From an optimization exercise on the open Yosys and OpenROAD flow, aimed at small area and a short achievable clock period; shortcuts taken in it are not production practice.
Function was not checked in any run shown here: the RTL went through the layout flow alone.
Power figures rest on the tool's default switching activity, not on a simulated workload.

File: flow/design.v
`timescale 1ns / 1ps
module g_inv    (input a, output y);                  assign y = ~a;                             endmodule
module g_buf    (input a, output y);                  assign y = a;                              endmodule
module g_nand2  (input a, b, output y);               assign y = ~(a & b);                       endmodule
module g_nor2   (input a, b, output y);               assign y = ~(a | b);                       endmodule
module g_and2   (input a, b, output y);               assign y = a & b;                          endmodule
module g_or2    (input a, b, output y);               assign y = a | b;                          endmodule
module g_nand2b (input an, b, output y);              assign y = ~(~an & b);                     endmodule
module g_a21oi  (input a1, a2, b1, output y);         assign y = ~((a1 & a2) | b1);              endmodule
module g_o21ai  (input a1, a2, b1, output y);         assign y = ~((a1 | a2) & b1);              endmodule
module g_a21o   (input a1, a2, b1, output y);         assign y = (a1 & a2) | b1;                 endmodule
module g_o21a   (input a1, a2, b1, output y);         assign y = (a1 | a2) & b1;                 endmodule
module g_o22ai  (input a1, a2, b1, b2, output y);     assign y = ~((a1 | a2) & (b1 | b2));       endmodule
module g_xor2   (input a, b, output y);               assign y = a ^ b;                          endmodule
module g_xnor2  (input a, b, output y);               assign y = ~(a ^ b);                       endmodule
module g_mux2i  (input a0, a1, s, output y);          assign y = ~(s ? a1 : a0);                 endmodule
module g_nand3  (input a, b, c, output y);            assign y = ~(a & b & c);                   endmodule
module g_a31oi  (input a1, a2, a3, b1, output y);     assign y = ~((a1 & a2 & a3) | b1);         endmodule
module g_a32oi  (input a1, a2, a3, b1, b2, output y); assign y = ~((a1 & a2 & a3) | (b1 & b2));   endmodule
`timescale 1ns / 1ps
module Nbit_ALU(r1, r2, r3, ALUop);
parameter n = 32;
input  [n-1:0] r2, r3;
input  [2:0]   ALUop;
output [n-1:0] r1;
wire x01;
g_xor2 u_x01 (.a(ALUop[0]), .b(ALUop[1]), .y(x01));
wire op1n;
g_inv u_op1n (.a(ALUop[1]), .y(op1n));
wire t0n_d;
g_mux2i u_t0n_d (.a0(ALUop[0]), .a1(ALUop[1]), .s(ALUop[2]), .y(t0n_d));
wire t0n_0;
g_buf u_t0n_0 (.a(t0n_d), .y(t0n_0));
wire t0n_1;
g_buf u_t0n_1 (.a(t0n_d), .y(t0n_1));
wire t1n_d;
g_mux2i u_t1n_d (.a0(x01), .a1(op1n), .s(ALUop[2]), .y(t1n_d));
wire t1n_0;
g_buf u_t1n_0 (.a(t1n_d), .y(t1n_0));
wire t1n_1;
g_buf u_t1n_1 (.a(t1n_d), .y(t1n_1));
wire esn_d;
g_o21a u_esn_d (.a1(ALUop[1]), .a2(ALUop[0]), .b1(ALUop[2]), .y(esn_d));
wire esn_0;
g_buf u_esn_0 (.a(esn_d), .y(esn_0));
wire esn_1;
g_buf u_esn_1 (.a(esn_d), .y(esn_1));
wire ecn_d;
g_nand2b u_ecn_d (.an(ALUop[1]), .b(ALUop[2]), .y(ecn_d));
wire ecn_0;
g_buf u_ecn_0 (.a(ecn_d), .y(ecn_0));
wire ecn_1;
g_buf u_ecn_1 (.a(ecn_d), .y(ecn_1));
wire enn_d;
g_nand2b u_enn_d (.an(ALUop[2]), .b(ALUop[1]), .y(enn_d));
wire enn_0;
g_buf u_enn_0 (.a(enn_d), .y(enn_0));
wire enn_1;
g_buf u_enn_1 (.a(enn_d), .y(enn_1));
wire en_d;
g_inv u_en_d (.a(enn_0), .y(en_d));
wire en_0;
g_buf u_en_0 (.a(en_d), .y(en_0));
wire en_1;
g_buf u_en_1 (.a(en_d), .y(en_1));
wire op01n;
g_nand2 u_op01n (.a(ALUop[0]), .b(ALUop[1]), .y(op01n));
wire sub;
g_nor2 u_sub (.a(ALUop[2]), .b(op01n), .y(sub));
wire op12n;
g_nand2 u_op12n (.a(ALUop[1]), .b(ALUop[2]), .y(op12n));
wire slt;
g_nor2 u_slt (.a(ALUop[0]), .b(op12n), .y(slt));
wire bb0;
g_mux2i u_bb0 (.a0(t0n_0), .a1(t1n_0), .s(r3[0]), .y(bb0));
wire gn0;
g_nand2 u_gn0 (.a(r2[0]), .b(bb0), .y(gn0));
wire tn0;
g_nor2 u_tn0 (.a(r2[0]), .b(bb0), .y(tn0));
wire pn0;
g_nand2b u_pn0 (.an(tn0), .b(gn0), .y(pn0));
wire y0;
g_o22ai u_y0 (.a1(gn0), .a2(ecn_0), .b1(pn0), .b2(esn_0), .y(y0));
wire bb1;
g_mux2i u_bb1 (.a0(t0n_0), .a1(t1n_0), .s(r3[1]), .y(bb1));
wire gn1;
g_nand2 u_gn1 (.a(r2[1]), .b(bb1), .y(gn1));
wire tn1;
g_nor2 u_tn1 (.a(r2[1]), .b(bb1), .y(tn1));
wire pn1;
g_nand2b u_pn1 (.an(tn1), .b(gn1), .y(pn1));
wire y1;
g_o22ai u_y1 (.a1(gn1), .a2(ecn_0), .b1(pn1), .b2(esn_0), .y(y1));
wire bb2;
g_mux2i u_bb2 (.a0(t0n_0), .a1(t1n_0), .s(r3[2]), .y(bb2));
wire gn2;
g_nand2 u_gn2 (.a(r2[2]), .b(bb2), .y(gn2));
wire tn2;
g_nor2 u_tn2 (.a(r2[2]), .b(bb2), .y(tn2));
wire pn2;
g_nand2b u_pn2 (.an(tn2), .b(gn2), .y(pn2));
wire y2;
g_o22ai u_y2 (.a1(gn2), .a2(ecn_0), .b1(pn2), .b2(esn_0), .y(y2));
wire bb3;
g_mux2i u_bb3 (.a0(t0n_0), .a1(t1n_0), .s(r3[3]), .y(bb3));
wire gn3;
g_nand2 u_gn3 (.a(r2[3]), .b(bb3), .y(gn3));
wire tn3;
g_nor2 u_tn3 (.a(r2[3]), .b(bb3), .y(tn3));
wire pn3;
g_nand2b u_pn3 (.an(tn3), .b(gn3), .y(pn3));
wire y3;
g_o22ai u_y3 (.a1(gn3), .a2(ecn_0), .b1(pn3), .b2(esn_0), .y(y3));
wire bb4;
g_mux2i u_bb4 (.a0(t0n_0), .a1(t1n_0), .s(r3[4]), .y(bb4));
wire gn4;
g_nand2 u_gn4 (.a(r2[4]), .b(bb4), .y(gn4));
wire tn4;
g_nor2 u_tn4 (.a(r2[4]), .b(bb4), .y(tn4));
wire pn4;
g_nand2b u_pn4 (.an(tn4), .b(gn4), .y(pn4));
wire y4;
g_o22ai u_y4 (.a1(gn4), .a2(ecn_0), .b1(pn4), .b2(esn_0), .y(y4));
wire bb5;
g_mux2i u_bb5 (.a0(t0n_0), .a1(t1n_0), .s(r3[5]), .y(bb5));
wire gn5;
g_nand2 u_gn5 (.a(r2[5]), .b(bb5), .y(gn5));
wire tn5;
g_nor2 u_tn5 (.a(r2[5]), .b(bb5), .y(tn5));
wire pn5;
g_nand2b u_pn5 (.an(tn5), .b(gn5), .y(pn5));
wire y5;
g_o22ai u_y5 (.a1(gn5), .a2(ecn_0), .b1(pn5), .b2(esn_0), .y(y5));
wire bb6;
g_mux2i u_bb6 (.a0(t0n_0), .a1(t1n_0), .s(r3[6]), .y(bb6));
wire gn6;
g_nand2 u_gn6 (.a(r2[6]), .b(bb6), .y(gn6));
wire tn6;
g_nor2 u_tn6 (.a(r2[6]), .b(bb6), .y(tn6));
wire pn6;
g_nand2b u_pn6 (.an(tn6), .b(gn6), .y(pn6));
wire y6;
g_o22ai u_y6 (.a1(gn6), .a2(ecn_0), .b1(pn6), .b2(esn_0), .y(y6));
wire bb7;
g_mux2i u_bb7 (.a0(t0n_0), .a1(t1n_0), .s(r3[7]), .y(bb7));
wire gn7;
g_nand2 u_gn7 (.a(r2[7]), .b(bb7), .y(gn7));
wire tn7;
g_nor2 u_tn7 (.a(r2[7]), .b(bb7), .y(tn7));
wire pn7;
g_nand2b u_pn7 (.an(tn7), .b(gn7), .y(pn7));
wire y7;
g_o22ai u_y7 (.a1(gn7), .a2(ecn_0), .b1(pn7), .b2(esn_0), .y(y7));
wire bb8;
g_mux2i u_bb8 (.a0(t0n_0), .a1(t1n_0), .s(r3[8]), .y(bb8));
wire gn8;
g_nand2 u_gn8 (.a(r2[8]), .b(bb8), .y(gn8));
wire tn8;
g_nor2 u_tn8 (.a(r2[8]), .b(bb8), .y(tn8));
wire pn8;
g_nand2b u_pn8 (.an(tn8), .b(gn8), .y(pn8));
wire y8;
g_o22ai u_y8 (.a1(gn8), .a2(ecn_0), .b1(pn8), .b2(esn_0), .y(y8));
wire bb9;
g_mux2i u_bb9 (.a0(t0n_0), .a1(t1n_0), .s(r3[9]), .y(bb9));
wire gn9;
g_nand2 u_gn9 (.a(r2[9]), .b(bb9), .y(gn9));
wire tn9;
g_nor2 u_tn9 (.a(r2[9]), .b(bb9), .y(tn9));
wire pn9;
g_nand2b u_pn9 (.an(tn9), .b(gn9), .y(pn9));
wire y9;
g_o22ai u_y9 (.a1(gn9), .a2(ecn_0), .b1(pn9), .b2(esn_0), .y(y9));
wire bb10;
g_mux2i u_bb10 (.a0(t0n_0), .a1(t1n_0), .s(r3[10]), .y(bb10));
wire gn10;
g_nand2 u_gn10 (.a(r2[10]), .b(bb10), .y(gn10));
wire tn10;
g_nor2 u_tn10 (.a(r2[10]), .b(bb10), .y(tn10));
wire pn10;
g_nand2b u_pn10 (.an(tn10), .b(gn10), .y(pn10));
wire y10;
g_o22ai u_y10 (.a1(gn10), .a2(ecn_0), .b1(pn10), .b2(esn_0), .y(y10));
wire bb11;
g_mux2i u_bb11 (.a0(t0n_0), .a1(t1n_0), .s(r3[11]), .y(bb11));
wire gn11;
g_nand2 u_gn11 (.a(r2[11]), .b(bb11), .y(gn11));
wire tn11;
g_nor2 u_tn11 (.a(r2[11]), .b(bb11), .y(tn11));
wire pn11;
g_nand2b u_pn11 (.an(tn11), .b(gn11), .y(pn11));
wire y11;
g_o22ai u_y11 (.a1(gn11), .a2(ecn_0), .b1(pn11), .b2(esn_0), .y(y11));
wire bb12;
g_mux2i u_bb12 (.a0(t0n_0), .a1(t1n_0), .s(r3[12]), .y(bb12));
wire gn12;
g_nand2 u_gn12 (.a(r2[12]), .b(bb12), .y(gn12));
wire tn12;
g_nor2 u_tn12 (.a(r2[12]), .b(bb12), .y(tn12));
wire pn12;
g_nand2b u_pn12 (.an(tn12), .b(gn12), .y(pn12));
wire y12;
g_o22ai u_y12 (.a1(gn12), .a2(ecn_0), .b1(pn12), .b2(esn_0), .y(y12));
wire bb13;
g_mux2i u_bb13 (.a0(t0n_0), .a1(t1n_0), .s(r3[13]), .y(bb13));
wire gn13;
g_nand2 u_gn13 (.a(r2[13]), .b(bb13), .y(gn13));
wire tn13;
g_nor2 u_tn13 (.a(r2[13]), .b(bb13), .y(tn13));
wire pn13;
g_nand2b u_pn13 (.an(tn13), .b(gn13), .y(pn13));
wire y13;
g_o22ai u_y13 (.a1(gn13), .a2(ecn_0), .b1(pn13), .b2(esn_0), .y(y13));
wire bb14;
g_mux2i u_bb14 (.a0(t0n_0), .a1(t1n_0), .s(r3[14]), .y(bb14));
wire gn14;
g_nand2 u_gn14 (.a(r2[14]), .b(bb14), .y(gn14));
wire tn14;
g_nor2 u_tn14 (.a(r2[14]), .b(bb14), .y(tn14));
wire pn14;
g_nand2b u_pn14 (.an(tn14), .b(gn14), .y(pn14));
wire y14;
g_o22ai u_y14 (.a1(gn14), .a2(ecn_0), .b1(pn14), .b2(esn_0), .y(y14));
wire bb15;
g_mux2i u_bb15 (.a0(t0n_0), .a1(t1n_0), .s(r3[15]), .y(bb15));
wire gn15;
g_nand2 u_gn15 (.a(r2[15]), .b(bb15), .y(gn15));
wire tn15;
g_nor2 u_tn15 (.a(r2[15]), .b(bb15), .y(tn15));
wire pn15;
g_nand2b u_pn15 (.an(tn15), .b(gn15), .y(pn15));
wire y15;
g_o22ai u_y15 (.a1(gn15), .a2(ecn_0), .b1(pn15), .b2(esn_0), .y(y15));
wire bb16;
g_mux2i u_bb16 (.a0(t0n_1), .a1(t1n_1), .s(r3[16]), .y(bb16));
wire gn16;
g_nand2 u_gn16 (.a(r2[16]), .b(bb16), .y(gn16));
wire tn16;
g_nor2 u_tn16 (.a(r2[16]), .b(bb16), .y(tn16));
wire pn16;
g_nand2b u_pn16 (.an(tn16), .b(gn16), .y(pn16));
wire y16;
g_o22ai u_y16 (.a1(gn16), .a2(ecn_1), .b1(pn16), .b2(esn_1), .y(y16));
wire bb17;
g_mux2i u_bb17 (.a0(t0n_1), .a1(t1n_1), .s(r3[17]), .y(bb17));
wire gn17;
g_nand2 u_gn17 (.a(r2[17]), .b(bb17), .y(gn17));
wire tn17;
g_nor2 u_tn17 (.a(r2[17]), .b(bb17), .y(tn17));
wire pn17;
g_nand2b u_pn17 (.an(tn17), .b(gn17), .y(pn17));
wire y17;
g_o22ai u_y17 (.a1(gn17), .a2(ecn_1), .b1(pn17), .b2(esn_1), .y(y17));
wire bb18;
g_mux2i u_bb18 (.a0(t0n_1), .a1(t1n_1), .s(r3[18]), .y(bb18));
wire gn18;
g_nand2 u_gn18 (.a(r2[18]), .b(bb18), .y(gn18));
wire tn18;
g_nor2 u_tn18 (.a(r2[18]), .b(bb18), .y(tn18));
wire pn18;
g_nand2b u_pn18 (.an(tn18), .b(gn18), .y(pn18));
wire y18;
g_o22ai u_y18 (.a1(gn18), .a2(ecn_1), .b1(pn18), .b2(esn_1), .y(y18));
wire bb19;
g_mux2i u_bb19 (.a0(t0n_1), .a1(t1n_1), .s(r3[19]), .y(bb19));
wire gn19;
g_nand2 u_gn19 (.a(r2[19]), .b(bb19), .y(gn19));
wire tn19;
g_nor2 u_tn19 (.a(r2[19]), .b(bb19), .y(tn19));
wire pn19;
g_nand2b u_pn19 (.an(tn19), .b(gn19), .y(pn19));
wire y19;
g_o22ai u_y19 (.a1(gn19), .a2(ecn_1), .b1(pn19), .b2(esn_1), .y(y19));
wire bb20;
g_mux2i u_bb20 (.a0(t0n_1), .a1(t1n_1), .s(r3[20]), .y(bb20));
wire gn20;
g_nand2 u_gn20 (.a(r2[20]), .b(bb20), .y(gn20));
wire tn20;
g_nor2 u_tn20 (.a(r2[20]), .b(bb20), .y(tn20));
wire pn20;
g_nand2b u_pn20 (.an(tn20), .b(gn20), .y(pn20));
wire y20;
g_o22ai u_y20 (.a1(gn20), .a2(ecn_1), .b1(pn20), .b2(esn_1), .y(y20));
wire bb21;
g_mux2i u_bb21 (.a0(t0n_1), .a1(t1n_1), .s(r3[21]), .y(bb21));
wire gn21;
g_nand2 u_gn21 (.a(r2[21]), .b(bb21), .y(gn21));
wire tn21;
g_nor2 u_tn21 (.a(r2[21]), .b(bb21), .y(tn21));
wire pn21;
g_nand2b u_pn21 (.an(tn21), .b(gn21), .y(pn21));
wire y21;
g_o22ai u_y21 (.a1(gn21), .a2(ecn_1), .b1(pn21), .b2(esn_1), .y(y21));
wire bb22;
g_mux2i u_bb22 (.a0(t0n_1), .a1(t1n_1), .s(r3[22]), .y(bb22));
wire gn22;
g_nand2 u_gn22 (.a(r2[22]), .b(bb22), .y(gn22));
wire tn22;
g_nor2 u_tn22 (.a(r2[22]), .b(bb22), .y(tn22));
wire pn22;
g_nand2b u_pn22 (.an(tn22), .b(gn22), .y(pn22));
wire y22;
g_o22ai u_y22 (.a1(gn22), .a2(ecn_1), .b1(pn22), .b2(esn_1), .y(y22));
wire bb23;
g_mux2i u_bb23 (.a0(t0n_1), .a1(t1n_1), .s(r3[23]), .y(bb23));
wire gn23;
g_nand2 u_gn23 (.a(r2[23]), .b(bb23), .y(gn23));
wire tn23;
g_nor2 u_tn23 (.a(r2[23]), .b(bb23), .y(tn23));
wire pn23;
g_nand2b u_pn23 (.an(tn23), .b(gn23), .y(pn23));
wire y23;
g_o22ai u_y23 (.a1(gn23), .a2(ecn_1), .b1(pn23), .b2(esn_1), .y(y23));
wire bb24;
g_mux2i u_bb24 (.a0(t0n_1), .a1(t1n_1), .s(r3[24]), .y(bb24));
wire gn24;
g_nand2 u_gn24 (.a(r2[24]), .b(bb24), .y(gn24));
wire tn24;
g_nor2 u_tn24 (.a(r2[24]), .b(bb24), .y(tn24));
wire pn24;
g_nand2b u_pn24 (.an(tn24), .b(gn24), .y(pn24));
wire y24;
g_o22ai u_y24 (.a1(gn24), .a2(ecn_1), .b1(pn24), .b2(esn_1), .y(y24));
wire bb25;
g_mux2i u_bb25 (.a0(t0n_1), .a1(t1n_1), .s(r3[25]), .y(bb25));
wire gn25;
g_nand2 u_gn25 (.a(r2[25]), .b(bb25), .y(gn25));
wire tn25;
g_nor2 u_tn25 (.a(r2[25]), .b(bb25), .y(tn25));
wire pn25;
g_nand2b u_pn25 (.an(tn25), .b(gn25), .y(pn25));
wire y25;
g_o22ai u_y25 (.a1(gn25), .a2(ecn_1), .b1(pn25), .b2(esn_1), .y(y25));
wire bb26;
g_mux2i u_bb26 (.a0(t0n_1), .a1(t1n_1), .s(r3[26]), .y(bb26));
wire gn26;
g_nand2 u_gn26 (.a(r2[26]), .b(bb26), .y(gn26));
wire tn26;
g_nor2 u_tn26 (.a(r2[26]), .b(bb26), .y(tn26));
wire pn26;
g_nand2b u_pn26 (.an(tn26), .b(gn26), .y(pn26));
wire y26;
g_o22ai u_y26 (.a1(gn26), .a2(ecn_1), .b1(pn26), .b2(esn_1), .y(y26));
wire bb27;
g_mux2i u_bb27 (.a0(t0n_1), .a1(t1n_1), .s(r3[27]), .y(bb27));
wire gn27;
g_nand2 u_gn27 (.a(r2[27]), .b(bb27), .y(gn27));
wire tn27;
g_nor2 u_tn27 (.a(r2[27]), .b(bb27), .y(tn27));
wire pn27;
g_nand2b u_pn27 (.an(tn27), .b(gn27), .y(pn27));
wire y27;
g_o22ai u_y27 (.a1(gn27), .a2(ecn_1), .b1(pn27), .b2(esn_1), .y(y27));
wire bb28;
g_mux2i u_bb28 (.a0(t0n_1), .a1(t1n_1), .s(r3[28]), .y(bb28));
wire gn28;
g_nand2 u_gn28 (.a(r2[28]), .b(bb28), .y(gn28));
wire tn28;
g_nor2 u_tn28 (.a(r2[28]), .b(bb28), .y(tn28));
wire pn28;
g_nand2b u_pn28 (.an(tn28), .b(gn28), .y(pn28));
wire y28;
g_o22ai u_y28 (.a1(gn28), .a2(ecn_1), .b1(pn28), .b2(esn_1), .y(y28));
wire bb29;
g_mux2i u_bb29 (.a0(t0n_1), .a1(t1n_1), .s(r3[29]), .y(bb29));
wire gn29;
g_nand2 u_gn29 (.a(r2[29]), .b(bb29), .y(gn29));
wire tn29;
g_nor2 u_tn29 (.a(r2[29]), .b(bb29), .y(tn29));
wire pn29;
g_nand2b u_pn29 (.an(tn29), .b(gn29), .y(pn29));
wire y29;
g_o22ai u_y29 (.a1(gn29), .a2(ecn_1), .b1(pn29), .b2(esn_1), .y(y29));
wire bb30;
g_mux2i u_bb30 (.a0(t0n_1), .a1(t1n_1), .s(r3[30]), .y(bb30));
wire gn30;
g_nand2 u_gn30 (.a(r2[30]), .b(bb30), .y(gn30));
wire tn30;
g_nor2 u_tn30 (.a(r2[30]), .b(bb30), .y(tn30));
wire pn30;
g_nand2b u_pn30 (.an(tn30), .b(gn30), .y(pn30));
wire y30;
g_o22ai u_y30 (.a1(gn30), .a2(ecn_1), .b1(pn30), .b2(esn_1), .y(y30));
wire bb31;
g_mux2i u_bb31 (.a0(t0n_1), .a1(t1n_1), .s(r3[31]), .y(bb31));
wire gn31;
g_nand2 u_gn31 (.a(r2[31]), .b(bb31), .y(gn31));
wire tn31;
g_nor2 u_tn31 (.a(r2[31]), .b(bb31), .y(tn31));
wire pn31;
g_nand2b u_pn31 (.an(tn31), .b(gn31), .y(pn31));
wire y31;
g_o22ai u_y31 (.a1(gn31), .a2(ecn_1), .b1(pn31), .b2(esn_1), .y(y31));
wire G0n;
g_o21a u_G0n (.a1(tn0), .a2(t0n_0), .b1(gn0), .y(G0n));
wire G1_1;
g_o21ai u_G1_1 (.a1(tn1), .a2(G0n), .b1(gn1), .y(G1_1));
wire G1_3;
g_o21ai u_G1_3 (.a1(tn3), .a2(gn2), .b1(gn3), .y(G1_3));
wire T1_3;
g_nor2 u_T1_3 (.a(tn3), .b(tn2), .y(T1_3));
wire G1_5;
g_o21ai u_G1_5 (.a1(tn5), .a2(gn4), .b1(gn5), .y(G1_5));
wire T1_5;
g_nor2 u_T1_5 (.a(tn5), .b(tn4), .y(T1_5));
wire G1_7;
g_o21ai u_G1_7 (.a1(tn7), .a2(gn6), .b1(gn7), .y(G1_7));
wire T1_7;
g_nor2 u_T1_7 (.a(tn7), .b(tn6), .y(T1_7));
wire G1_9;
g_o21ai u_G1_9 (.a1(tn9), .a2(gn8), .b1(gn9), .y(G1_9));
wire T1_9;
g_nor2 u_T1_9 (.a(tn9), .b(tn8), .y(T1_9));
wire G1_11;
g_o21ai u_G1_11 (.a1(tn11), .a2(gn10), .b1(gn11), .y(G1_11));
wire T1_11;
g_nor2 u_T1_11 (.a(tn11), .b(tn10), .y(T1_11));
wire G1_13;
g_o21ai u_G1_13 (.a1(tn13), .a2(gn12), .b1(gn13), .y(G1_13));
wire T1_13;
g_nor2 u_T1_13 (.a(tn13), .b(tn12), .y(T1_13));
wire G1_15;
g_o21ai u_G1_15 (.a1(tn15), .a2(gn14), .b1(gn15), .y(G1_15));
wire T1_15;
g_nor2 u_T1_15 (.a(tn15), .b(tn14), .y(T1_15));
wire G1_17;
g_o21ai u_G1_17 (.a1(tn17), .a2(gn16), .b1(gn17), .y(G1_17));
wire T1_17;
g_nor2 u_T1_17 (.a(tn17), .b(tn16), .y(T1_17));
wire G1_19;
g_o21ai u_G1_19 (.a1(tn19), .a2(gn18), .b1(gn19), .y(G1_19));
wire T1_19;
g_nor2 u_T1_19 (.a(tn19), .b(tn18), .y(T1_19));
wire G1_21;
g_o21ai u_G1_21 (.a1(tn21), .a2(gn20), .b1(gn21), .y(G1_21));
wire T1_21;
g_nor2 u_T1_21 (.a(tn21), .b(tn20), .y(T1_21));
wire G1_23;
g_o21ai u_G1_23 (.a1(tn23), .a2(gn22), .b1(gn23), .y(G1_23));
wire T1_23;
g_nor2 u_T1_23 (.a(tn23), .b(tn22), .y(T1_23));
wire G1_25;
g_o21ai u_G1_25 (.a1(tn25), .a2(gn24), .b1(gn25), .y(G1_25));
wire T1_25;
g_nor2 u_T1_25 (.a(tn25), .b(tn24), .y(T1_25));
wire G1_27;
g_o21ai u_G1_27 (.a1(tn27), .a2(gn26), .b1(gn27), .y(G1_27));
wire T1_27;
g_nor2 u_T1_27 (.a(tn27), .b(tn26), .y(T1_27));
wire G1_29;
g_o21ai u_G1_29 (.a1(tn29), .a2(gn28), .b1(gn29), .y(G1_29));
wire T1_29;
g_nor2 u_T1_29 (.a(tn29), .b(tn28), .y(T1_29));
wire G2_3;
g_a21oi u_G2_3 (.a1(T1_3), .a2(G1_1), .b1(G1_3), .y(G2_3));
wire G2_7;
g_a21oi u_G2_7 (.a1(T1_7), .a2(G1_5), .b1(G1_7), .y(G2_7));
wire T2_7;
g_nand2 u_T2_7 (.a(T1_7), .b(T1_5), .y(T2_7));
wire G2_11;
g_a21oi u_G2_11 (.a1(T1_11), .a2(G1_9), .b1(G1_11), .y(G2_11));
wire T2_11;
g_nand2 u_T2_11 (.a(T1_11), .b(T1_9), .y(T2_11));
wire G2_15;
g_a21oi u_G2_15 (.a1(T1_15), .a2(G1_13), .b1(G1_15), .y(G2_15));
wire T2_15;
g_nand2 u_T2_15 (.a(T1_15), .b(T1_13), .y(T2_15));
wire G2_19;
g_a21oi u_G2_19 (.a1(T1_19), .a2(G1_17), .b1(G1_19), .y(G2_19));
wire T2_19;
g_nand2 u_T2_19 (.a(T1_19), .b(T1_17), .y(T2_19));
wire G2_23;
g_a21oi u_G2_23 (.a1(T1_23), .a2(G1_21), .b1(G1_23), .y(G2_23));
wire T2_23;
g_nand2 u_T2_23 (.a(T1_23), .b(T1_21), .y(T2_23));
wire G2_27;
g_a21oi u_G2_27 (.a1(T1_27), .a2(G1_25), .b1(G1_27), .y(G2_27));
wire T2_27;
g_nand2 u_T2_27 (.a(T1_27), .b(T1_25), .y(T2_27));
wire G3_7;
g_o21ai u_G3_7 (.a1(T2_7), .a2(G2_3), .b1(G2_7), .y(G3_7));
wire G3_15;
g_o21ai u_G3_15 (.a1(T2_15), .a2(G2_11), .b1(G2_15), .y(G3_15));
wire T3_15;
g_nor2 u_T3_15 (.a(T2_15), .b(T2_11), .y(T3_15));
wire G3_23;
g_o21ai u_G3_23 (.a1(T2_23), .a2(G2_19), .b1(G2_23), .y(G3_23));
wire T3_23;
g_nor2 u_T3_23 (.a(T2_23), .b(T2_19), .y(T3_23));
wire G4_15;
g_a21oi u_G4_15 (.a1(T3_15), .a2(G3_7), .b1(G3_15), .y(G4_15));
wire n_G3_23;
g_inv u_n_G3_23 (.a(G3_23), .y(n_G3_23));
wire n_T3_23;
g_inv u_n_T3_23 (.a(T3_23), .y(n_T3_23));
wire G5_23;
g_o21ai u_G5_23 (.a1(n_T3_23), .a2(G4_15), .b1(n_G3_23), .y(G5_23));
wire n_G2_11;
g_inv u_n_G2_11 (.a(G2_11), .y(n_G2_11));
wire n_T2_11;
g_inv u_n_T2_11 (.a(T2_11), .y(n_T2_11));
wire G6_11;
g_a21oi u_G6_11 (.a1(n_T2_11), .a2(G3_7), .b1(n_G2_11), .y(G6_11));
wire G6_19;
g_o21ai u_G6_19 (.a1(T2_19), .a2(G4_15), .b1(G2_19), .y(G6_19));
wire n_G2_27;
g_inv u_n_G2_27 (.a(G2_27), .y(n_G2_27));
wire n_T2_27;
g_inv u_n_T2_27 (.a(T2_27), .y(n_T2_27));
wire G6_27;
g_a21oi u_G6_27 (.a1(n_T2_27), .a2(G5_23), .b1(n_G2_27), .y(G6_27));
wire n_G1_5;
g_inv u_n_G1_5 (.a(G1_5), .y(n_G1_5));
wire n_T1_5;
g_inv u_n_T1_5 (.a(T1_5), .y(n_T1_5));
wire G7_5;
g_o21ai u_G7_5 (.a1(n_T1_5), .a2(G2_3), .b1(n_G1_5), .y(G7_5));
wire G7_9;
g_a21oi u_G7_9 (.a1(T1_9), .a2(G3_7), .b1(G1_9), .y(G7_9));
wire n_G1_13;
g_inv u_n_G1_13 (.a(G1_13), .y(n_G1_13));
wire n_T1_13;
g_inv u_n_T1_13 (.a(T1_13), .y(n_T1_13));
wire G7_13;
g_o21ai u_G7_13 (.a1(n_T1_13), .a2(G6_11), .b1(n_G1_13), .y(G7_13));
wire n_G1_17;
g_inv u_n_G1_17 (.a(G1_17), .y(n_G1_17));
wire n_T1_17;
g_inv u_n_T1_17 (.a(T1_17), .y(n_T1_17));
wire G7_17;
g_o21ai u_G7_17 (.a1(n_T1_17), .a2(G4_15), .b1(n_G1_17), .y(G7_17));
wire G7_21;
g_a21oi u_G7_21 (.a1(T1_21), .a2(G6_19), .b1(G1_21), .y(G7_21));
wire G7_25;
g_a21oi u_G7_25 (.a1(T1_25), .a2(G5_23), .b1(G1_25), .y(G7_25));
wire n_G1_29;
g_inv u_n_G1_29 (.a(G1_29), .y(n_G1_29));
wire n_T1_29;
g_inv u_n_T1_29 (.a(T1_29), .y(n_T1_29));
wire G7_29;
g_o21ai u_G7_29 (.a1(n_T1_29), .a2(G6_27), .b1(n_G1_29), .y(G7_29));
wire n_gn2;
g_inv u_n_gn2 (.a(gn2), .y(n_gn2));
wire n_tn2;
g_inv u_n_tn2 (.a(tn2), .y(n_tn2));
wire kn3;
g_a32oi u_kn3 (.a1(n_tn2), .a2(G1_1), .a3(en_0), .b1(n_gn2), .b2(en_0), .y(kn3));
wire G8_4;
g_o21ai u_G8_4 (.a1(tn4), .a2(G2_3), .b1(gn4), .y(G8_4));
wire n_gn6;
g_inv u_n_gn6 (.a(gn6), .y(n_gn6));
wire n_tn6;
g_inv u_n_tn6 (.a(tn6), .y(n_tn6));
wire kn7;
g_a32oi u_kn7 (.a1(n_tn6), .a2(G7_5), .a3(en_0), .b1(n_gn6), .b2(en_0), .y(kn7));
wire n_gn8;
g_inv u_n_gn8 (.a(gn8), .y(n_gn8));
wire n_tn8;
g_inv u_n_tn8 (.a(tn8), .y(n_tn8));
wire kn9;
g_a32oi u_kn9 (.a1(n_tn8), .a2(G3_7), .a3(en_0), .b1(n_gn8), .b2(en_0), .y(kn9));
wire G8_10;
g_o21ai u_G8_10 (.a1(tn10), .a2(G7_9), .b1(gn10), .y(G8_10));
wire G8_12;
g_o21ai u_G8_12 (.a1(tn12), .a2(G6_11), .b1(gn12), .y(G8_12));
wire n_gn14;
g_inv u_n_gn14 (.a(gn14), .y(n_gn14));
wire n_tn14;
g_inv u_n_tn14 (.a(tn14), .y(n_tn14));
wire kn15;
g_a32oi u_kn15 (.a1(n_tn14), .a2(G7_13), .a3(en_0), .b1(n_gn14), .b2(en_0), .y(kn15));
wire G8_16;
g_o21ai u_G8_16 (.a1(tn16), .a2(G4_15), .b1(gn16), .y(G8_16));
wire n_gn18;
g_inv u_n_gn18 (.a(gn18), .y(n_gn18));
wire n_tn18;
g_inv u_n_tn18 (.a(tn18), .y(n_tn18));
wire kn19;
g_a32oi u_kn19 (.a1(n_tn18), .a2(G7_17), .a3(en_1), .b1(n_gn18), .b2(en_1), .y(kn19));
wire n_gn20;
g_inv u_n_gn20 (.a(gn20), .y(n_gn20));
wire n_tn20;
g_inv u_n_tn20 (.a(tn20), .y(n_tn20));
wire kn21;
g_a32oi u_kn21 (.a1(n_tn20), .a2(G6_19), .a3(en_1), .b1(n_gn20), .b2(en_1), .y(kn21));
wire G8_22;
g_o21ai u_G8_22 (.a1(tn22), .a2(G7_21), .b1(gn22), .y(G8_22));
wire n_gn24;
g_inv u_n_gn24 (.a(gn24), .y(n_gn24));
wire n_tn24;
g_inv u_n_tn24 (.a(tn24), .y(n_tn24));
wire kn25;
g_a32oi u_kn25 (.a1(n_tn24), .a2(G5_23), .a3(en_1), .b1(n_gn24), .b2(en_1), .y(kn25));
wire G8_26;
g_o21ai u_G8_26 (.a1(tn26), .a2(G7_25), .b1(gn26), .y(G8_26));
wire G8_28;
g_o21ai u_G8_28 (.a1(tn28), .a2(G6_27), .b1(gn28), .y(G8_28));
wire n_gn30;
g_inv u_n_gn30 (.a(gn30), .y(n_gn30));
wire n_tn30;
g_inv u_n_tn30 (.a(tn30), .y(n_tn30));
wire G8_30;
g_a21oi u_G8_30 (.a1(n_tn30), .a2(G7_29), .b1(n_gn30), .y(G8_30));
wire k1;
g_nor2 u_k1 (.a(G0n), .b(enn_0), .y(k1));
g_xor2 u_r1 (.a(y1), .b(k1), .y(r1[1]));
wire kn2;
g_nand2 u_kn2 (.a(G1_1), .b(en_0), .y(kn2));
g_xnor2 u_r2 (.a(y2), .b(kn2), .y(r1[2]));
g_xnor2 u_r3 (.a(y3), .b(kn3), .y(r1[3]));
wire k4;
g_nor2 u_k4 (.a(G2_3), .b(enn_0), .y(k4));
g_xor2 u_r4 (.a(y4), .b(k4), .y(r1[4]));
wire kn5;
g_nand2 u_kn5 (.a(G8_4), .b(en_0), .y(kn5));
g_xnor2 u_r5 (.a(y5), .b(kn5), .y(r1[5]));
wire kn6;
g_nand2 u_kn6 (.a(G7_5), .b(en_0), .y(kn6));
g_xnor2 u_r6 (.a(y6), .b(kn6), .y(r1[6]));
g_xnor2 u_r7 (.a(y7), .b(kn7), .y(r1[7]));
wire kn8;
g_nand2 u_kn8 (.a(G3_7), .b(en_0), .y(kn8));
g_xnor2 u_r8 (.a(y8), .b(kn8), .y(r1[8]));
g_xnor2 u_r9 (.a(y9), .b(kn9), .y(r1[9]));
wire k10;
g_nor2 u_k10 (.a(G7_9), .b(enn_0), .y(k10));
g_xor2 u_r10 (.a(y10), .b(k10), .y(r1[10]));
wire kn11;
g_nand2 u_kn11 (.a(G8_10), .b(en_0), .y(kn11));
g_xnor2 u_r11 (.a(y11), .b(kn11), .y(r1[11]));
wire k12;
g_nor2 u_k12 (.a(G6_11), .b(enn_0), .y(k12));
g_xor2 u_r12 (.a(y12), .b(k12), .y(r1[12]));
wire kn13;
g_nand2 u_kn13 (.a(G8_12), .b(en_0), .y(kn13));
g_xnor2 u_r13 (.a(y13), .b(kn13), .y(r1[13]));
wire kn14;
g_nand2 u_kn14 (.a(G7_13), .b(en_0), .y(kn14));
g_xnor2 u_r14 (.a(y14), .b(kn14), .y(r1[14]));
g_xnor2 u_r15 (.a(y15), .b(kn15), .y(r1[15]));
wire k16;
g_nor2 u_k16 (.a(G4_15), .b(enn_1), .y(k16));
g_xor2 u_r16 (.a(y16), .b(k16), .y(r1[16]));
wire kn17;
g_nand2 u_kn17 (.a(G8_16), .b(en_1), .y(kn17));
g_xnor2 u_r17 (.a(y17), .b(kn17), .y(r1[17]));
wire kn18;
g_nand2 u_kn18 (.a(G7_17), .b(en_1), .y(kn18));
g_xnor2 u_r18 (.a(y18), .b(kn18), .y(r1[18]));
g_xnor2 u_r19 (.a(y19), .b(kn19), .y(r1[19]));
wire kn20;
g_nand2 u_kn20 (.a(G6_19), .b(en_1), .y(kn20));
g_xnor2 u_r20 (.a(y20), .b(kn20), .y(r1[20]));
g_xnor2 u_r21 (.a(y21), .b(kn21), .y(r1[21]));
wire k22;
g_nor2 u_k22 (.a(G7_21), .b(enn_1), .y(k22));
g_xor2 u_r22 (.a(y22), .b(k22), .y(r1[22]));
wire kn23;
g_nand2 u_kn23 (.a(G8_22), .b(en_1), .y(kn23));
g_xnor2 u_r23 (.a(y23), .b(kn23), .y(r1[23]));
wire kn24;
g_nand2 u_kn24 (.a(G5_23), .b(en_1), .y(kn24));
g_xnor2 u_r24 (.a(y24), .b(kn24), .y(r1[24]));
g_xnor2 u_r25 (.a(y25), .b(kn25), .y(r1[25]));
wire k26;
g_nor2 u_k26 (.a(G7_25), .b(enn_1), .y(k26));
g_xor2 u_r26 (.a(y26), .b(k26), .y(r1[26]));
wire kn27;
g_nand2 u_kn27 (.a(G8_26), .b(en_1), .y(kn27));
g_xnor2 u_r27 (.a(y27), .b(kn27), .y(r1[27]));
wire k28;
g_nor2 u_k28 (.a(G6_27), .b(enn_1), .y(k28));
g_xor2 u_r28 (.a(y28), .b(k28), .y(r1[28]));
wire kn29;
g_nand2 u_kn29 (.a(G8_28), .b(en_1), .y(kn29));
g_xnor2 u_r29 (.a(y29), .b(kn29), .y(r1[29]));
wire kn30;
g_nand2 u_kn30 (.a(G7_29), .b(en_1), .y(kn30));
g_xnor2 u_r30 (.a(y30), .b(kn30), .y(r1[30]));
wire k31;
g_nor2 u_k31 (.a(G8_30), .b(enn_1), .y(k31));
g_xor2 u_r31 (.a(y31), .b(k31), .y(r1[31]));
wire x31n;
g_xnor2 u_x31n (.a(pn31), .b(G8_30), .y(x31n));
wire z0n;
g_xnor2 u_z0n (.a(y0), .b(sub), .y(z0n));
g_mux2i u_r0 (.a0(z0n), .a1(x31n), .s(slt), .y(r1[0]));
endmodule
`timescale 1ns / 1ps
module dff(q, d, clk);
input		d, clk;       
output reg	q;            
always @(posedge clk)
q<=d;
endmodule
`timescale 1ns / 1ps
module Nbit_Register(outo, ino, clk);
parameter n = 32;
input [n-1:0] ino;
output [n-1:0] outo;
input clk;
genvar i;
generate
for (i = 0; i < n; i = i + 1) begin: registerblk
dff Dflipflop(.q(outo[i]) , .d(ino[i]), .clk(clk) );
end
endgenerate
endmodule
`timescale 1ns / 1ps
module Nbit_ALU_Register (r2, r3, ALUop, r0, clk);
parameter n = 32;
input[n-1:0] r2, r3;
input[2:0] ALUop;
input clk;
output [n-1:0] r0;
wire[n-1:0] r1;
Nbit_ALU #(n) alu1 (.r1(r1), .r2(r2), .r3(r3), .ALUop(ALUop) );
Nbit_Register #(n) reg1 (.outo(r0), .ino(r1), .clk(clk) );
endmodule
File: flow/flow/run.sh
#!/bin/bash
# Standard ORFS layout; the only change is the cell used to buffer the ports
# (a plain buf_1 instead of the delay buffer buffer_ports picks by default).
set -euo pipefail
export BUFFER_PORTS_ARGS="-buffer_cell sky130_fd_sc_hd__buf_1"
bash standard.sh > standard.log 2>&1
File: flow/standard.sh
#!/bin/bash
# synth_recipe.tcl (not shown) runs the flow's synth.tcl, then flattens the netlist and writes it again
# the make line also repeats each setting of config.mk as NAME=value (left out here)
make -C /OpenROAD-flow-scripts/flow DESIGN_CONFIG=/design/flow/config.mk WORK_HOME=/design/flow/orfs CLKGATE_MAP_FILE= SYNTH_SCRIPT=/design/flow/synth_recipe.tcl "${@:-finish}"
File: flow/config.mk
export PLATFORM = sky130hd
export DESIGN_NAME = Nbit_ALU_Register
export DESIGN_NICKNAME = Nbit_ALU_Register
export VERILOG_FILES = /design/flow/design.v
export SDC_FILE = /design/flow/constraint.sdc
export NUM_CORES = 4
export LEC_CHECK = 0
export CAP_MARGIN = 20
export CORE_MARGIN = 2
export CORE_UTILIZATION = 40
export SLEW_MARGIN = 20
export SYNTH_HIERARCHICAL = 1
export SYNTH_MINIMUM_KEEP_SIZE = 0
File: flow/constraint.sdc
create_clock -name core_clock -period 15.5 [get_ports {clk}]
set_input_delay 3.1000 -clock core_clock [delete_from_list [all_inputs] [get_ports {clk}]]
set_output_delay 3.1000 -clock core_clock [all_outputs]
set_load 0.01 [all_outputs]
==> results.txt, run 1 <==
Final core occ = 49.9%
#FFs+latches synth = 32
Non-Filler Instances = 553
Average cell area after synthesis = 7.11 um2
GR Util All Layers = 18.4%
Crit-path cells = buf_1 -> xor2_1 -> mux2i_4 -> mux2i_1 -> nor2_1 -> o21a_1 -> o21ai_1 -> a21oi_2 -> o21ai_1 -> a21oi_2 -> o21ai_1 -> a21oi_2 -> o21ai_1 -> a21oi_2 -> nor2_1 -> xor2_1
Fillcell total = 686
Root Driver = clkbuf_8
Startpoint types = primary input
Hold crit path type = in2reg
Vias in the first global route = 2372
Worst Path Required = 15.67 ns
Die Area = 0.00741 mm2
DIE WIDTH = 86.1 um
Status = complete, no violations
Fin crit period = 6.54 ns
Antenna viol nets, final = 0
Placer congestion estimate = 0.837
Postcts setup bufs = 0
Final-stage net count = 543
Routed vias = 2742
Cts hold-fix bufs = 0
Setup-failing EPs final = 0
Critical path's slowest cell = mux2i_4
YS warnings = 7
Setup TNS Final = 0 ns
WHS = 3.23 ns
Routed length per instance = 12.5 um
Ports = 100
Mapped cell area = 0.00269 mm2
CTS H-tree lvls = 2
Placed cell areas = 0.00311 mm2
Core area = 0.00642 mm2
CTS Buffer Depth = 2
Cell row count = 29
Detail Placement HPWL = 4.99 mm
Commonest cells after routing, fill and taps aside = buf_1, nor2_1, nand2_1
Post-synthesis sequential area ratio = 23.8%
Share of cells above drive strength 1 = 5.46%
Initial antenna violation count = 0
Total wire length = 6.90 mm
Crit path arrival time = 6.71 ns
RSZ-0062 raised after global routing = no
Clock transition at the registers of the reported paths = 0.07 ns
Slew headroom = 35.3%
Grt total ovfl = 0
# DRC = 0
Port Buffers = 99
Hold Violations, Final = 0
Fin crit share = 42.2%
Leakage = 1.40 nW
Pins Over Slew Limit = 0
Syn Inst Count = 379
Starting Density = 41.9%
# diodes = 0
CP peak stage delay = 0.75 ns
Die height = 86.1 um
# clock sinks = 32
First-pass GRT wire length = 10.9 mm
Critical Path End Type = flip-flop
Max Cap Viol = 0
Largest register FFs = 32
Num CTS Buffers = 5
Synthesis-to-layout area growth = 19.0%
CTS tree = done
Syn Nets = 447
Critical path class = in2reg
Most flops, register = reg1.registerblk.Dflipflop.q
Post-placement cell count = 545
Worst slew pin tran = 0.950 ns
Top Registers = reg1.registerblk.Dflipflop.q: 32 flops
Max frequency = 153 MHz
Largest net degree at the start of global routing = 34
TritonRoute pass-1 iters = 4
Maximum VDD drop = 0.0000359 V
Post-cts resize count = 0
Final Instance Area = 0.00320 mm2
Power Density = 95.1 mW/mm2
CP Max Fanout = 32
Most common cell after layout, fill and taps aside = buf_1
Via-to-Cell Ratio = 4.96
Initial DRC count = 116
Synth unique cells = 14
[worst paths after layout]
check  startpoint                               end  slack (ns)  cells past startpoint
max      ALUop[1]  reg1.registerblk[31].Dflipflop.q        8.96                     16
min         r2[7]   reg1.registerblk[7].Dflipflop.q        3.23                      4
[per-module statistics from Yosys, one instance, submodules excluded, excerpt]
| module | times used | flops+latches | cells |
|---|---|---|---|
| g_a21oi | 14 | 0 | 1 |
| g_buf | 12 | 0 | 1 |
| g_nor2 | 59 | 0 | 1 |
| g_o21ai | 31 | 0 | 1 |
| g_o21a | 2 | 0 | 1 |
| g_nand2 | 55 | 0 | 1 |
| g_mux2i | 35 | 0 | 1 |
| g_o22ai | 32 | 0 | 1 |
| g_xnor2 | 24 | 0 | 1 |
| g_nand2b | 34 | 0 | 1 |
| g_xor2 | 10 | 0 | 1 |
[kinds of logic (layout without fill, tap and decap cells)]
| group | count (synthesis) | after routing | synth area share [%] |
|---|---|---|---|
| compound gates | 86 | 86 | 20.6 |
| flops | 32 | 32 | 23.8 |
| simple gates | 148 | 148 | 23.8 |
| buf+inv | 44 | 141 | 7.80 |
| xor+xnor | 34 | 34 | 11.1 |
| mux | 35 | 35 | 13.0 |
[synth_stat cells (all sizes together)]
| cell type | n | area [um2] |
|---|---|---|
| buf | 12 | 90.1 |
| o21a | 2 | 15.0 |
| o22ai | 32 | 200 |
| nand2b | 34 | 213 |
| o21ai | 31 | 155 |
| dfxtp | 32 | 641 |
| mux2i | 35 | 350 |
| xnor2 | 24 | 210 |
| nand2 | 55 | 206 |
| a21oi | 14 | 123 |
| a32oi | 7 | 61.3 |
| xor2 | 10 | 87.6 |
| inv | 32 | 120 |
| nor2 | 59 | 221 |
[layout make-up]
| cell class | instances | area (um2) | share of cell area, % |
|---|---|---|---|
| clock inverters | 2 | 10.0 | 0.312 |
| flip-flops and latches | 32 | 641 | 20.0 |
| repair buffers | 101 | 387 | 12.1 |
| clock buffers | 6 | 82.6 | 2.58 |
| inverters | 32 | 120 | 3.75 |
| multi-input cells | 303 | 1870 | 58.3 |
| well taps | 77 | 96.3 | 3.01 |
[metal layers]
| layer | wire length, um | track usage [%] |
|---|---|---|
| met5 | 0 | 0 |
| met4 | 104 | 6.78 |
| met3 | 347 | 3.75 |
| met2 | 3170 | 29.2 |
| met1 | 3280 | 24.5 |
[power by group]
group / internal (mW) / leakage [nW] / switching, mW
registers: 0.101 / 0.270 / 0.00506
clock network: 0.0355 / 0.0510 / 0.0330
logic: 0.0515 / 1.08 / 0.0791
total: 0.188 / 1.40 / 0.117
[per-stage QoR]
step	total power, mW	setup slack (ns)
after detailed placement	0.238	8.65
after CTS	0.308	8.93
final	0.305	8.96
after global placement	0.237	8.81
after global routing	0.329	8.61
after floorplan	0.203	9.81
[critical path: cells and delay by family]
family / cells / cell delay [ns]
AOI/OAI and AO/OA: 9 / 1.74
muxes: 2 / 0.97
xor gates and xnor gates: 2 / 0.33
buffers and inverters: 1 / 0.30
and+or+nand+nor: 2 / 0.25
==> inputs of run 2 (changes only) <==
--- a/flow/config.mk
+++ b/flow/config.mk
@@ -8,6 +8,7 @@
 export CAP_MARGIN = 20
 export CORE_MARGIN = 2
 export CORE_UTILIZATION = 40
+export GPL_TIMING_DRIVEN = 0
 export SLEW_MARGIN = 20
 export SYNTH_HIERARCHICAL = 1
 export SYNTH_MINIMUM_KEEP_SIZE = 0
==> run 2 against run 1 <==
Die area unchanged. Via count decreased by 0.51%. Critical path depth rose by 1. Still clean. Wire length fell by 1.4%. Fmax up 4.0%. Cell area is 1.6% higher. Sequential cell count unchanged. Clock power down 1%. Sequential share of layout area decreased by 0.31 points. Largest cell class unchanged. First-iteration DRC count up 6.0%.
==> results.txt, run 2 <==
Status = complete, no violations (unchanged)
Post-synth top area cell = dfxtp_1 (unchanged)
Detail Placement HPWL = 5.08 mm (was 4.99 mm)
Top cell type's share of synthesized area = 23.8% (unchanged)
Critical Path Source = ALUop[1] (unchanged)
Port Buffers = 99 (unchanged)
Synth unique cells = 14 (unchanged)
Fin crit share = 40.6% (was 42.2%)
Placed cell areas = 0.00316 mm2 (was 0.00311 mm2)
Flop pwr share = 34.4% (was 34.7%)
CP Max Fanout = 16 (was 32)
Root Driver = clkbuf_8 (unchanged)
Starting Density = 41.9% (unchanged)
Xor and xnor area share after synthesis = 11.1% (unchanged)
Routed length per instance = 12.1 um (was 12.5 um)
Mapped cell area = 0.00269 mm2 (unchanged)
Initial DRC count = 123 (was 116)
Pins Over Slew Limit = 0 (unchanged)
YS warnings = 7 (unchanged)
Synth Area in Simple Gates = 23.8% (unchanged)
Postcts setup bufs = 0 (unchanged)
TritonRoute pass-1 iters = 4 (unchanged)
Core area = 0.00642 mm2 (unchanged)
WHS = 3.24 ns (was 3.23 ns)
RSZ-0062 raised after global routing = no (unchanged)
Most flops, register = reg1.registerblk.Dflipflop.q (unchanged)
Maximum VDD drop = 0.0000370 V (was 0.0000359 V)
Hold crit path type = in2reg (unchanged)
#FFs+latches synth = 32 (unchanged)
# clock sinks = 32 (unchanged)
Setup TNS Final = 0 ns (unchanged)
Top Registers = reg1.registerblk.Dflipflop.q: 32 flops (unchanged)
Slew headroom = 65.9% (was 35.3%)
Hold Violations, Final = 0 (unchanged)
CTS tree = done (unchanged)
Cell row count = 29 (unchanged)
Worst slew pin tran = 0.508 ns (was 0.950 ns)
Non-Filler Instances = 563 (was 553)
Max Cap Viol = 0 (unchanged)
Total wire length = 6.81 mm (was 6.90 mm)
Leakage = 1.45 nW (was 1.40 nW)
Post-cts resize count = 0 (unchanged)
Vias in the first global route = 2384 (was 2372)
Average cell area after synthesis = 7.11 um2 (unchanged)
Final-stage net count = 553 (was 543)
# DRC = 0 (unchanged)
Main combinational cell family by area after synthesis = simple AND/OR/NAND/NOR gates (unchanged)
GR Util All Layers = 18.4% (about the same)
Share of cells above drive strength 1 = 7.00% (was 5.46%)
Post-Synth Adder-Cell Area = 0% (unchanged)
Most common cell after layout, fill and taps aside = buf_1 (unchanged)
Power Density = 94.1 mW/mm2 (was 95.1 mW/mm2)
Startpoint types = primary input (unchanged)
Psw = 117 uW (about the same)
Fin crit period = 6.29 ns (was 6.54 ns)
Crit path arrival time = 6.45 ns (was 6.71 ns)
Placer congestion estimate = 0.794 (was 0.837)
Synthesis-to-layout area growth = 20.8% (was 19.0%)
Clock power frac = 22.2% (was 22.5%)
Post-synthesis sequential area ratio = 23.8% (unchanged)
CTS H-tree lvls = 2 (unchanged)
Syn Inst Count = 379 (unchanged)
First-pass GRT wire length = 10.8 mm (was 10.9 mm)
Clock transition at the registers of the reported paths = 0.07 ns (about the same)
Critical path class = in2reg (unchanged)
Internal = 189 uW (was 188 uW)
Sw frac = 38.1% (was 38.4%)
Gate power share = 43.4% (was 42.8%)
Async S/R FF share, synth = 0% (unchanged)
Largest net degree at the start of global routing = 18 (was 34)
Setup-failing EPs final = 0 (unchanged)
Num CTS Buffers = 5 (unchanged)
Top-count cell post-synth = nor2_1 (unchanged)
CTS Buffer Depth = 2 (unchanged)
Routed vias = 2728 (was 2742)
Syn Nets = 447 (unchanged)
Final Instance Area = 0.00325 mm2 (was 0.00320 mm2)
Initial antenna violation count = 0 (unchanged)
Via-to-Cell Ratio = 4.85 (was 4.96)
Post-placement cell count = 555 (was 545)
Post-synth EDFFs = 0 (unchanged)
Crit path to = reg1.registerblk[0].Dflipflop.q (was reg1.registerblk[31].Dflipflop.q)
Worst Path Required = 15.67 ns (about the same)
Largest register FFs = 32 (unchanged)
Die height = 86.1 um (unchanged)
Grt total ovfl = 0 (unchanged)
Top cells by count, synth = nor2_1, nand2_1, mux2i_1 (unchanged)
DIE WIDTH = 86.1 um (unchanged)
Critical Path End Type = flip-flop (unchanged)
Area contributors post-synth = dfxtp_1, mux2i_1, nor2_1, nand2b_1, xnor2_1 (unchanged)
Cts hold-fix bufs = 0 (unchanged)
Antenna viol nets, final = 0 (unchanged)
Ports = 100 (unchanged)
Top_reg_cell synth = dfxtp_1 (unchanged)
# diodes = 0 (unchanged)
Mux contribution to synthesized area = 13.0% (unchanged)
Post-synthesis compound-gate area fraction = 20.6% (unchanged)
Commonest cells after routing, fill and taps aside = buf_1, nor2_1, nand2_1 (unchanged)
Die Area = 0.00741 mm2 (unchanged)
Max frequency = 159 MHz (was 153 MHz)
[run 2: logic make-up after synthesis]
logic type	after synthesis
simple gates	148
compound gates	86
buf+inv	44
mux	35
xor+xnor	34
flops	32
[run 2: modules after synthesis (local to each module, per instance), a selection]
module    area (um2)  flip-flops and latches  times used  cells inside
dff             20.0                       1          32             1
g_buf           7.51                       0          12             1
g_inv           3.75                       0          32             1
g_mux2i         10.0                       0          35             1
g_nand2b        6.26                       0          34             1
g_nor2          3.75                       0          59             1
g_o21ai         5.00                       0          31             1
g_o22ai         6.26                       0          32             1
g_xnor2         8.76                       0          24             1
[run 2: critical path, cell delays in order]
cell and delay (ns):
buf_1 0.28, xor2_1 0.18, mux2i_1 0.10, buf_4 0.22
mux2i_1 0.19, nor2_1 0.09, o21a_1 0.18, o21ai_1 0.25
a21oi_2 0.13, o21ai_1 0.45, a21oi_2 0.18, o21ai_1 0.40
a21oi_2 0.13, o21ai_1 0.22, a21oi_2 0.09, xnor2_1 0.16
mux2i_1 0.09
[run 2: metrics by stage]
step,setup slack (ns),utilization [%],total power [mW]
4_1_cts,9.20,50.7,0.310
2_1_floorplan,9.81,-,0.203
5_1_grt,8.78,50.7,0.332
3_5_place_dp,8.94,49.2,0.240
6_report,9.21,50.7,0.306
3_3_place_gp,8.99,49.2,0.238
[run 2: power groups by stage]
stage / sequential [mW] / clock, mW / combinational [mW]
finish: 0.105 / 0.0678 / 0.133
global placement: 0.107 / 0 / 0.131
floorplan: 0.117 / 0 / 0.0860
CTS: 0.106 / 0.0709 / 0.134
detailed placement: 0.107 / 0 / 0.133
global route: 0.107 / 0.0747 / 0.150
[run 2: area by class of cell]
| type | instances | area, um2 |
|---|---|---|
| clock inverters | 2 | 10.0 |
| flip-flops and latches | 32 | 641 |
| well taps | 77 | 96.3 |
| clock buffers | 6 | 82.6 |
| plain buffers | 12 | 90.1 |
| multi-input cells | 303 | 1840 |
| repair buffers | 99 | 372 |
| inverters | 32 | 120 |
| fillers | 690 | 3170 |
[run 2: routing by layer]
| layer | vias up | track usage, % | wire length (um) |
|---|---|---|---|
| li1 | 1485 | - | - |
| met1 | 1181 | 24.6 | 3230 |
| met2 | 60 | 29.5 | 3210 |
| met3 | 2 | 4.04 | 320 |
| met4 | 0 | 5.63 | 41 |
| met5 | - | 0 | 0 |
[run 2: worst min-delay path by stage]
stage	from	to	slack, ns	cells after the start
global route	r2[5]	reg1.registerblk[5].Dflipflop.q	3.27	4
global placement	reg1.registerblk[29].Dflipflop.q	r0[29]	3.49	1
CTS	r2[5]	reg1.registerblk[5].Dflipflop.q	3.23	4
detailed placement	reg1.registerblk[24].Dflipflop.q	r0[24]	3.49	1
finish	r2[19]	reg1.registerblk[19].Dflipflop.q	3.24	4
floorplan	ALUop[0]	reg1.registerblk[0].Dflipflop.q	3.28	2
==> inputs of run 3 (changes only) <==
==> flow/flow/run.sh (replaced) <==
#!/bin/bash
# Standard ORFS layout with two changes: the ports are buffered with buf_1 (instead of the
# delay buffer buffer_ports picks by default), and timing repair aims for a setup slack of
# 9.9 ns, so that it sizes the critical paths for a shorter period than the clock's.
set -euo pipefail
export BUFFER_PORTS_ARGS="-buffer_cell sky130_fd_sc_hd__buf_1"
export SETUP_SLACK_MARGIN=9.9
bash standard.sh > standard.log 2>&1
--- a/flow/config.mk
+++ b/flow/config.mk
@@ -7,7 +7,8 @@
 export LEC_CHECK = 0
 export CAP_MARGIN = 20
 export CORE_MARGIN = 2
-export CORE_UTILIZATION = 40
+export CORE_UTILIZATION = 60
+export CTS_BUF_LIST = sky130_fd_sc_hd__clkbuf_4
 export GPL_TIMING_DRIVEN = 0
 export SLEW_MARGIN = 20
 export SYNTH_HIERARCHICAL = 1
==> run 3 against run 2 <==
Still clean. Power down 3.6%. Sequential power about the same. Cell area up 2.0%. Clock power down 34%. Fmax up 16%. Core utilization up 26 points. Global-route usage up 9.0 points. Final cell count down 2.8%. Critical endpoint unchanged.
==> results.txt, run 3 <==
Top_reg_cell synth = dfxtp_1 (unchanged)
Final-stage net count = 563 (was 553)
Leakage = 1.49 nW (was 1.45 nW)
Psw = 119 uW (was 117 uW)
Mux contribution to synthesized area = 13.0% (unchanged)
Antenna viol nets, final = 0 (unchanged)
Top cells by count, synth = nor2_1, nand2_1, mux2i_1 (unchanged)
Core area = 0.00435 mm2 (was 0.00642 mm2)
Post-Synth Adder-Cell Area = 0% (unchanged)
Total wire length = 6.87 mm (was 6.81 mm)
Largest register FFs = 32 (unchanged)
#FFs+latches synth = 32 (unchanged)
Post-synth top area cell = dfxtp_1 (unchanged)
# clock sinks = 32 (unchanged)
Max frequency = 184 MHz (was 159 MHz)
Root Driver = clkbuf_4 (was clkbuf_8)
Vias in the first global route = 2634 (was 2384)
Xor and xnor area share after synthesis = 11.1% (unchanged)
Top cell type's share of synthesized area = 23.8% (unchanged)
CP delay by family, top = compound AO/OA/AOI/OAI gates (unchanged)
Initial antenna violation count = 0 (unchanged)
Most flops, register = reg1.registerblk.Dflipflop.q (unchanged)
Area contributors post-synth = dfxtp_1, mux2i_1, nor2_1, nand2b_1, xnor2_1 (unchanged)
Clock power frac = 15.1% (was 22.2%)
Main combinational cell family by area after synthesis = simple AND/OR/NAND/NOR gates (unchanged)
Syn Nets = 447 (unchanged)
Num CTS Buffers = 5 (unchanged)
Placer congestion estimate = 0.829 (was 0.794)
Clock transition at the registers of the reported paths = 0.09 ns (was 0.07 ns)
Internal = 177 uW (was 189 uW)
Fin crit period = 5.44 ns (was 6.29 ns)
Ports = 100 (unchanged)
Synthesis-to-layout area growth = 23.2% (was 20.8%)
Startpoint types = primary input (unchanged)
YS warnings = 7 (unchanged)
Async S/R FF share, synth = 0% (unchanged)
Final core occ = 76.2% (was 50.7%)
Fin crit share = 35.1% (was 40.6%)
# diodes = 0 (unchanged)
Crit-path cells = buf_2 -> xor2_1 -> mux2i_2 -> buf_6 -> buf_4 -> mux2i_1 -> nor2_1 -> o21ai_4 -> a21oi_4 -> o21ai_4 -> a21oi_4 -> o21ai_2 -> a21oi_2 -> o21ai_2 -> a21oi_2 -> xnor2_1 -> mux2i_1 (was buf_1 -> xor2_1 -> mux2i_1 -> buf_4 -> mux2i_1 -> nor2_1 -> o21a_1 -> o21ai_1 -> a21oi_2 -> o21ai_1 -> a21oi_2 -> o21ai_1 -> a21oi_2 -> o21ai_1 -> a21oi_2 -> xnor2_1 -> mux2i_1)
First-pass GRT wire length = 11.3 mm (was 10.8 mm)
GR Util All Layers = 27.4% (was 18.4%)
Top Registers = reg1.registerblk.Dflipflop.q: 32 flops (unchanged)
Syn Inst Count = 379 (unchanged)
Hold crit path type = in2reg (unchanged)
Commonest cells after routing, fill and taps aside = buf_1, nor2_1, nand2_1 (unchanged)
Slew headroom = 80.4% (was 65.9%)
RSZ-0062 raised after global routing = no (unchanged)
Routed length per instance = 12.6 um (was 12.1 um)
Die Area = 0.00504 mm2 (was 0.00741 mm2)
Cell row count = 24 (was 29)
Power Density = 89.0 mW/mm2 (was 94.1 mW/mm2)
Largest net degree at the start of global routing = 18 (unchanged)
Routed vias = 2941 (was 2728)
Mapped cell area = 0.00269 mm2 (unchanged)
CTS tree = done (unchanged)
Synth unique cells = 14 (unchanged)
Grt total ovfl = 0 (unchanged)
Pins Over Slew Limit = 0 (unchanged)
Critical path class = in2reg (unchanged)
Gate power share = 49.2% (was 43.4%)
Setup-failing EPs final = 0 (unchanged)
Hold Violations, Final = 0 (unchanged)
Status = complete, no violations (unchanged)
Worst path bufs/invs = 3 (was 2)
Port Buffers = 99 (unchanged)
CP Max Fanout = 8 (was 16)
Worst slew pin tran = 0.292 ns (was 0.508 ns)
Post-synthesis sequential area ratio = 23.8% (unchanged)
Maximum VDD drop = 0.0000526 V (was 0.0000370 V)
Top-count cell post-synth = nor2_1 (unchanged)
WHS = 3.16 ns (was 3.24 ns)
CP peak stage delay = 0.25 ns (was 0.45 ns)
Starting Density = 61.9% (was 41.9%)
# DRC = 0 (unchanged)
Share of cells above drive strength 1 = 10.3% (was 7.00%)
DIE WIDTH = 71.0 um (was 86.1 um)
Worst Path Required = 15.72 ns (was 15.67 ns)
Post-synthesis compound-gate area fraction = 20.6% (unchanged)
Setup TNS Final = 0 ns (unchanged)
Synth Area in Simple Gates = 23.8% (unchanged)
Initial DRC count = 102 (was 123)
CTS Buffer Depth = 2 (unchanged)
Sw frac = 40.2% (was 38.1%)
Flop pwr share = 35.6% (was 34.4%)
Via-to-Cell Ratio = 5.38 (was 4.85)
Most common cell after layout, fill and taps aside = buf_1 (unchanged)
CTS H-tree lvls = 2 (unchanged)
Post-synth EDFFs = 0 (unchanged)
Critical Path End Type = flip-flop (unchanged)
Crit path arrival time = 5.66 ns (was 6.45 ns)
Average cell area after synthesis = 7.11 um2 (unchanged)
TritonRoute pass-1 iters = 5 (was 4)
Die height = 71.0 um (was 86.1 um)
Max Cap Viol = 0 (unchanged)
Detail Placement HPWL = 4.67 mm (was 5.08 mm)
Critical path's slowest cell = mux2i_2 (was o21ai_1)
Fillcell total = 368 (was 690)
-- run 3: logic make-up after synthesis --
family / count (synthesis)
flops: 32
mux: 35
simple gates: 148
compound gates: 86
xor+xnor: 34
buf+inv: 44
-- run 3: Yosys stat by module (local to each module, per instance), excerpt --
module   cells inside  area (um2)
dff                 1        20.0
g_xor2              1        8.76
g_a32oi             1        8.76
g_xnor2             1        8.76
g_o22ai             1        6.26
g_o21ai             1        5.00
g_nor2              1        3.75
-- run 3: path summary, 6_finish.rpt --
kind	depth (start not counted)	start	slack [ns]	to
max	17	ALUop[1]	10.06	reg1.registerblk[0].Dflipflop.q
min	3	ALUop[0]	3.16	reg1.registerblk[0].Dflipflop.q
-- run 3: power groups by stage --
stage	Combinational, mW	Clock, mW	Sequential (mW)
after floorplan	0.0864	0	0.117
after global placement	0.130	0	0.107
after detailed placement	0.132	0	0.107
after CTS	0.137	0.0464	0.105
after global routing	0.161	0.0489	0.106
final	0.145	0.0447	0.105
-- run 3: layer usage --
layer	vias to the layer above	routed length (um)	global-route usage (%)
met5	-	0	0
met4	0	53	7.34
met3	8	489	5.13
met2	119	3300	46.1
met1	1292	3030	36.0
li1	1522	-	-
-- run 3: cell type report --
type	count	area (um2)	share of cell area (%)
clock inverter	2	7.51	0.226
multi-input combinational	303	1900	57.2
sequential	32	641	19.3
timing repair buffer	109	450	13.6
tap	52	65.1	1.96
inverter	32	120	3.62
clock buffer	5	37.5	1.13
buffer	12	97.6	2.94
-- run 3: per-stage QoR --
step           instances  power [mW]  area (um2)  setup WS, ns
6_report             547       0.295        3320         10.06
5_1_grt              547       0.317        3320          9.90
4_1_cts              539       0.288        3210          9.90
3_5_place_dp         530       0.239        3130          9.14
3_3_place_gp         530       0.236        3130          9.17
2_1_floorplan        379       0.203        2700          9.91
-- run 3: what timing repair did --
| action | CTS | global route |
|---|---|---|
| setup buffers | 2 | 7 |
| pin swaps | 2 | 4 |
| endpoints found under the setup margin | 9 | 10 |
| gates cloned | 0 | 1 |
| hold endpoints to repair | 0 | 0 |
| hold buffers | 0 | 0 |
| gates resized for setup | 4 | 12 |

## afterwards: timing with drivers on the ports
The results above use ideal ports. As a check the final layouts listed here were re-extracted and re-timed, cells and wires unchanged. Step 1 assumes that a clkbuf_16 drives the clock port and a buf_2 every other input. Step 2 times the ports against the registers' clock, not the clock port: input delays grow and output delays shrink by t, the midpoint of the rising clock arrivals with the driver on. Slacks: ideal / step 1 / step 2; pairs: ideal / step 1.
run	shift t [ns]	setup WS [ns]	worst data-port slew with drivers (ns)
run 1	0.310	8.964 / 8.963 / 8.653	0.04
run 2	0.310	9.214 / 9.220 / 8.909	0.05
run 3	0.358	10.059 / 10.063 / 9.705	0.04
After both steps every run listed still meets setup and hold. For run 3, which loses most, drivers alone change the setup slack by +0.004 ns; drivers and shift together by -0.354 ns.
